From an optimization exercise on the open Yosys and OpenROAD flow, aimed at small area, a short achievable clock period and few clock cycles per item; shortcuts taken in it are not production practice. The RTL was checked by simulation tests, not by an equivalence proof against the original design.

## lane 1
## upsample_csc
module upsample_csc (
    input  logic        clk,
    input  logic        resetn,
    input  logic        start,
    output logic        done,
    input  logic [15:0] sram_read_data,
    output logic [15:0] sram_write_data,
    output logic [17:0] sram_address,
    output logic        sram_we_n
);
Size in the first run: ~2000 cells after synthesis, about 440 flip-flops, ~55 I/O pins.
Settings: LEC_CHECK=0, ABC_AREA=0, CAP_MARGIN=20, CORE_MARGIN=2, CORE_UTILIZATION=55, CTS_CLUSTER_DIAMETER=100, CTS_CLUSTER_SIZE=33, PLACE_DENSITY=0.7, SLEW_MARGIN=20, SYNTH_HIERARCHICAL=1, SYNTH_MINIMUM_KEEP_SIZE=0; clock period 11.0 ns.
standard.sh (not shown) runs the stock make flow with config.mk's settings and CLKGATE_MAP_FILE= SYNTH_SCRIPT=/design/flow/synth_recipe.tcl, a recipe that flattens the netlist after the stock synthesis.
==> flow/flow/run.sh <==
#!/bin/bash
# Own layout flow: the standard synthesis unchanged, then the standard ORFS steps with
# stronger timing repair (a larger setup margin, all endpoints) and faster port buffers.
# Each step's full output goes to a log file in the work folder.
set -euo pipefail
bash standard.sh synth > synth.log 2>&1
bash standard.sh SETUP_SLACK_MARGIN=7.5 TNS_END_PERCENT=100 \
     BUFFER_PORTS_ARGS="-buffer_cell sky130_fd_sc_hd__buf_4" finish > layout.log 2>&1
Both conditions hold for lane 1: the flow ran to the end and the final layout passed the timing, DRC and antenna checks.
Testbench counts of lane 1, summed over its fixed seeds: cycles 960,175, pixels 384,000.
Relative to lane 1, the following input files were edited for lane 2:
- CTS_CLUSTER_SIZE changed from 33 to 28
## What came out
- [lane 2] area growth from synthesis to final layout rose 0.45 points relative to lane 1
- Re wire length on met1: lane 1 was higher than lane 2.
- Wire length, lane 2 vs lane 1: down slightly
- The met2 wire length was comparable across lane 2 and lane 1.
Modified inputs, lane 3 compared to lane 2
- a deleted CTS_CLUSTER_DIAMETER that had been 100
- a deleted CTS_CLUSTER_SIZE that had been 28
### Flow results
- For non-clock buffering overhead in the final layout, lane 3 and lane 2 come out practically identical.
- Looking at wire length of the first global-routing pass across both flows, lane 3 is the weaker of the two, with lane 2 ahead.
- Lane 2 → lane 3: per-cell routed wire length up 0.20 um, stage delay of the slowest cell on the critical path down 0.02 ns, clock latency reported for the late side of the worst-skew pair up 0.03 ns, layout overhead on the synthesized area up 3.5 points.
- In lane 3, the final area came out 830 sq um above the value in lane 2.
- Taking lane 2 as the reference, in lane 3 total wirelength of the detailed-routed design grew by 2.9%; via count grew by 1.5%.

* * *

Setup of garnet:
Another version of the RTL of upsample_csc (not shown whole).
Size: roughly 1900 cells after synthesis, about 400 flip-flops, about 22000 um2 of cells after synthesis.
export LEC_CHECK = 0
export ABC_AREA = 0
export CAP_MARGIN = 20
export CORE_MARGIN = 2
export CORE_UTILIZATION = 55
export CTS_CLUSTER_DIAMETER = 100
export CTS_CLUSTER_SIZE = 28
export PLACE_DENSITY = 0.7
export SLEW_MARGIN = 20
export SYNTH_HIERARCHICAL = 1
export SYNTH_MINIMUM_KEEP_SIZE = 0
create_clock -name core_clock -period 11.0 [get_ports {clk}]
==> flow/flow/run.sh <==
#!/bin/bash
# Own layout flow: the standard synthesis unchanged, then the standard ORFS steps with
# stronger timing repair (a larger setup margin, all endpoints), faster port buffers and
# clock tree synthesis without dummy balancing loads.
# Each step's full output goes to a log file in the work folder.
set -euo pipefail
bash standard.sh synth > synth.log 2>&1
bash standard.sh SETUP_SLACK_MARGIN=7.5 TNS_END_PERCENT=100 \
     BUFFER_PORTS_ARGS="-buffer_cell sky130_fd_sc_hd__buf_4" \
     CTS_ARGS="-sink_clustering_enable -repair_clock_nets -sink_clustering_size 28 -sink_clustering_max_diameter 100 -dont_use_dummy_load" finish > layout.log 2>&1
Both conditions hold for garnet: the flow ran to the end and the final layout passed the timing, DRC and antenna checks.
Testbench counts of garnet, summed over its fixed seeds: cycles 960,180, pixels 384,000.
Changes in raven relative to garnet:
-- flow/flow/run.sh --
<<< garnet, line 3
# stronger timing repair (a larger setup margin, all endpoints), faster port buffers and
# clock tree synthesis without dummy balancing loads.
>>> raven, line 3
# stronger timing repair (a larger setup margin, all endpoints) and faster port buffers.
Results
raven: flow completed, timing, DRC and antenna clean
Diff garnet -> raven: overall routing resource usage now sits at about the same level, worst slew margin relative to its limit now sits at about the same level, placement-stage worst setup slack now sits at about the same level.
Going from garnet to raven, buffer count from post-CTS setup fixing comparable, maximum frequency comparable, total routed wirelength comparable, number of rows in the core area comparable, number of cells after detailed placement comparable.
raven -> garnet: worst setup slack flat
What indigo does differently from raven at the input level:
Settings: CORE_UTILIZATION: 55 -> 65; PLACE_DENSITY: 0.7 -> 0.8.
-- flow/flow/run.sh --
<<< raven, line 8
     BUFFER_PORTS_ARGS="-buffer_cell sky130_fd_sc_hd__buf_4" \
     CTS_ARGS="-sink_clustering_enable -repair_clock_nets -sink_clustering_size 28 -sink_clustering_max_diameter 100 -dont_use_dummy_load" finish > layout.log 2>&1
>>> indigo, line 8
     BUFFER_PORTS_ARGS="-buffer_cell sky130_fd_sc_hd__buf_4" finish > layout.log 2>&1
## What came out
indigo was carried through to the last stage, and its layout satisfied the timing, DRC and antenna checks. The lower count of clock-net buffers in the final layout of indigo and raven is in raven. | number of tap cells inserted | indigo vs raven | 15% lower |. For cell area, indigo and raven come out practically identical. Length of routed met2 wiring, indigo and raven, higher one = raven. indigo vs raven: total routing usage reported by global routing up.

* * *

the reference run:
Another version of the RTL of upsample_csc (not shown whole).
Size in the first run: roughly 2200 cells after synthesis, roughly 55 I/O pins, about 25000 sq um of cells after synthesis.
Settings: LEC_CHECK=0, ABC_AREA=0, CAP_MARGIN=20, CORE_MARGIN=2, CORE_UTILIZATION=40, PLACE_DENSITY=0.6, SLEW_MARGIN=20; clock period 11.0 ns.
==> flow/flow/run.sh <==
#!/bin/bash
# Own layout flow: the standard synthesis unchanged, then the standard ORFS steps with
# stronger timing repair (a larger setup margin, all endpoints) and faster port buffers.
# Each step's full output goes to a log file in the work folder.
set -euo pipefail
bash standard.sh synth > synth.log 2>&1
bash standard.sh SETUP_SLACK_MARGIN=8.0 TNS_END_PERCENT=100 \
     BUFFER_PORTS_ARGS="-buffer_cell sky130_fd_sc_hd__buf_4" finish > layout.log 2>&1
Both conditions hold for the reference run: the flow ran to the end and the final layout passed the timing, DRC and antenna checks.
Testbench counts of the reference run, summed over its fixed seeds: cycles 960,175, pixels 384,000.
Setup changes, the reference run to the trial run
- CTS_BUF_LIST newly set to sky130_fd_sc_hd__clkbuf_4 sky130_fd_sc_hd__clkbuf_8
-- flow/flow/run.sh --
<<< the reference run, line 6
bash standard.sh synth > synth.log 2>&1
bash standard.sh SETUP_SLACK_MARGIN=8.0 TNS_END_PERCENT=100 \
     BUFFER_PORTS_ARGS="-buffer_cell sky130_fd_sc_hd__buf_4" finish > layout.log 2>&1
>>> the trial run, line 6
bash standard.sh synth > synth.log 2>&1
bash standard.sh SETUP_SLACK_MARGIN=7.5 TNS_END_PERCENT=100 \
     BUFFER_PORTS_ARGS="-buffer_cell sky130_fd_sc_hd__buf_4" finish > layout.log 2>&1
Notes after the runs:
Number of DRC violations after detailed-routing iteration 0 down about 28% in the trial run wrt the reference run. From the reference run to the trial run the numbers moved as follows: setup slack went down; count of cells resized by post-cts repair decreased 131; met3 routed wirelength went down by 11%; cell area lost 1200 sq um. Count of buffers added by post-CTS timing repair for setup was lower in the run labelled the trial run.

* * *

upsample_csc, a different RTL version from the one above (not shown whole).
Size in the first run: roughly 370 flip-flops, ~55 I/O pins.
clock: 11.0 ns
lec_check: 0
abc_area: 0
cap_margin: 20
core_margin: 2
core_utilization: 55
cts_cluster_diameter: 100
cts_cluster_size: 28
place_density: 0.7
slew_margin: 20
synth_hierarchical: 1
synth_minimum_keep_size: 0
==> flow/flow/run.sh <==
#!/bin/bash
# Own layout flow: the standard synthesis unchanged, then the standard ORFS steps with
# stronger timing repair (a larger setup margin, all endpoints), faster port buffers and
# clock tree synthesis without dummy balancing loads.
# Each step's full output goes to a log file in the work folder.
set -euo pipefail
bash standard.sh synth > synth.log 2>&1
bash standard.sh SETUP_SLACK_MARGIN=7.75 TNS_END_PERCENT=100 \
     BUFFER_PORTS_ARGS="-buffer_cell sky130_fd_sc_hd__buf_4" \
     CTS_ARGS="-sink_clustering_enable -repair_clock_nets -sink_clustering_size 28 -sink_clustering_max_diameter 100 -dont_use_dummy_load" finish > layout.log 2>&1
The baseline completed with no timing, DRC or antenna violations.
Testbench counts at the start, summed over its fixed seeds: cycles 960,180, pixels 384,000.
==> next run, changes <==
--- a/flow/flow/run.sh
+++ b/flow/flow/run.sh
@@ -8 +8 @@
-bash standard.sh SETUP_SLACK_MARGIN=7.75 TNS_END_PERCENT=100 \
+bash standard.sh SETUP_SLACK_MARGIN=7.9 TNS_END_PERCENT=100 \
Outcome:
- area after synthesis does not change
- via count barely changes
- cell area grows by 1.9%
- die area is unchanged
- wire length grows by 1.7%

* * *

Setup of alpha:
upsample_csc with an RTL version that a note above also has.
Size: ~440 flip-flops.
==> flow/config.mk <==
export PLATFORM = sky130hd
export DESIGN_NAME = upsample_csc
export DESIGN_NICKNAME = upsample_csc
export VERILOG_FILES = /design/flow/design.v
export SDC_FILE = /design/flow/constraint.sdc
export NUM_CORES = 4
export LEC_CHECK = 0
export ABC_AREA = 0
export ABC_CLOCK_PERIOD_IN_PS = 3500
export CAP_MARGIN = 20
export CORE_MARGIN = 2
export CORE_UTILIZATION = 55
export PLACE_DENSITY = 0.7
export SLEW_MARGIN = 20
export SYNTH_HIERARCHICAL = 1
export SYNTH_MINIMUM_KEEP_SIZE = 0
==> flow/constraint.sdc <==
create_clock -name core_clock -period 11.0 [get_ports {clk}]
set_input_delay 2.2000 -clock core_clock [delete_from_list [all_inputs] [get_ports {clk}]]
set_output_delay 2.2000 -clock core_clock [all_outputs]
set_load 0.01 [all_outputs]
==> flow/flow/run.sh <==
#!/bin/bash
# Own layout flow: the standard synthesis unchanged, then the standard ORFS steps with
# stronger timing repair (a larger setup margin, all endpoints) and faster port buffers.
# Each step's full output goes to a log file in the work folder.
set -euo pipefail
bash standard.sh synth > synth.log 2>&1
bash standard.sh SETUP_SLACK_MARGIN=7.5 TNS_END_PERCENT=100 \
     BUFFER_PORTS_ARGS="-buffer_cell sky130_fd_sc_hd__buf_4" finish > layout.log 2>&1
Testbench counts of alpha, summed over its fixed seeds: cycles 960,175, pixels 384,000.
## Diff of input files: beta against alpha
diff --git a/flow/config.mk b/flow/config.mk
--- a/flow/config.mk
+++ b/flow/config.mk
@@ -9 +8,0 @@
-export ABC_CLOCK_PERIOD_IN_PS = 3500
@@ -12,2 +11,2 @@
-export CORE_UTILIZATION = 55
-export PLACE_DENSITY = 0.7
+export CORE_UTILIZATION = 40
+export PLACE_DENSITY = 0.6
### Flow results
Relative to alpha, the maximum number of pins on one net before global-route repair of beta is lower by 8.5%.
Clock skew, alpha and beta, lower one = beta.
Summary of beta over alpha: slew at the pin with the worst max-slew slack went down, wire length of the first global-routing pass did not really move.

## what the ideal ports hide
The results above use ideal ports. As a check the final layouts listed here were re-extracted and re-timed, cells and wires unchanged.
Step 1 (the two cells are an assumption about what drives the block):
set clk [get_ports {clk}]
set_driving_cell -lib_cell sky130_fd_sc_hd__clkbuf_16 $clk
set_driving_cell -lib_cell sky130_fd_sc_hd__buf_2 [delete_from_list [all_inputs] $clk]
Step 2 moves the port delays by t, midway between the first and last clock arrival at a register: inputs arrive t later, outputs are due t later. That takes back most of the time a late clock gives input paths.
a / b / c = no drivers / after step 1 / after step 2; a / b = the first two.
run	shift t [ns]	setup WS [ns]	worst setup path after step 2	slew at the worst register clock pin (ns)	pins driven straight from the clock port
lane 1	0.607	7.571 / 7.515 / 7.635	input to register	0.12 / 0.12	1
lane 2	0.611	7.568 / 7.514 / 7.632	input to register	0.11 / 0.11	1
lane 3	0.639	7.558 / 7.502 / 7.627	input to register	0.07 / 0.07	1
garnet	0.585	7.636 / 7.593 / 7.636	register to register	0.11 / 0.11	1
raven	0.585	7.636 / 7.593 / 7.636	register to register	0.11 / 0.11	1
indigo	0.595	7.600 / 7.600 / 7.600	register to register	0.11 / 0.11	1
the reference run	0.647	7.564 / 7.505 / 7.710	input to register	0.07 / 0.07	1
the trial run	0.698	7.529 / 7.474 / 7.620	register to register	0.07 / 0.07	1
the first run of note 4	0.561	7.741 / 7.686 / 7.729	input to register	0.12 / 0.12	1
the second run of note 4	0.557	7.733 / 7.679 / 7.737	input to register	0.11 / 0.11	1
alpha	0.639	7.558 / 7.502 / 7.627	input to register	0.07 / 0.07	1
beta	0.645	7.547 / 7.490 / 7.604	register to register	0.06 / 0.06	1
After both steps setup and hold are still met in every run listed. For the first run of note 4, which loses most, drivers alone change the setup slack by -0.055 ns; drivers and shift together by -0.012 ns.
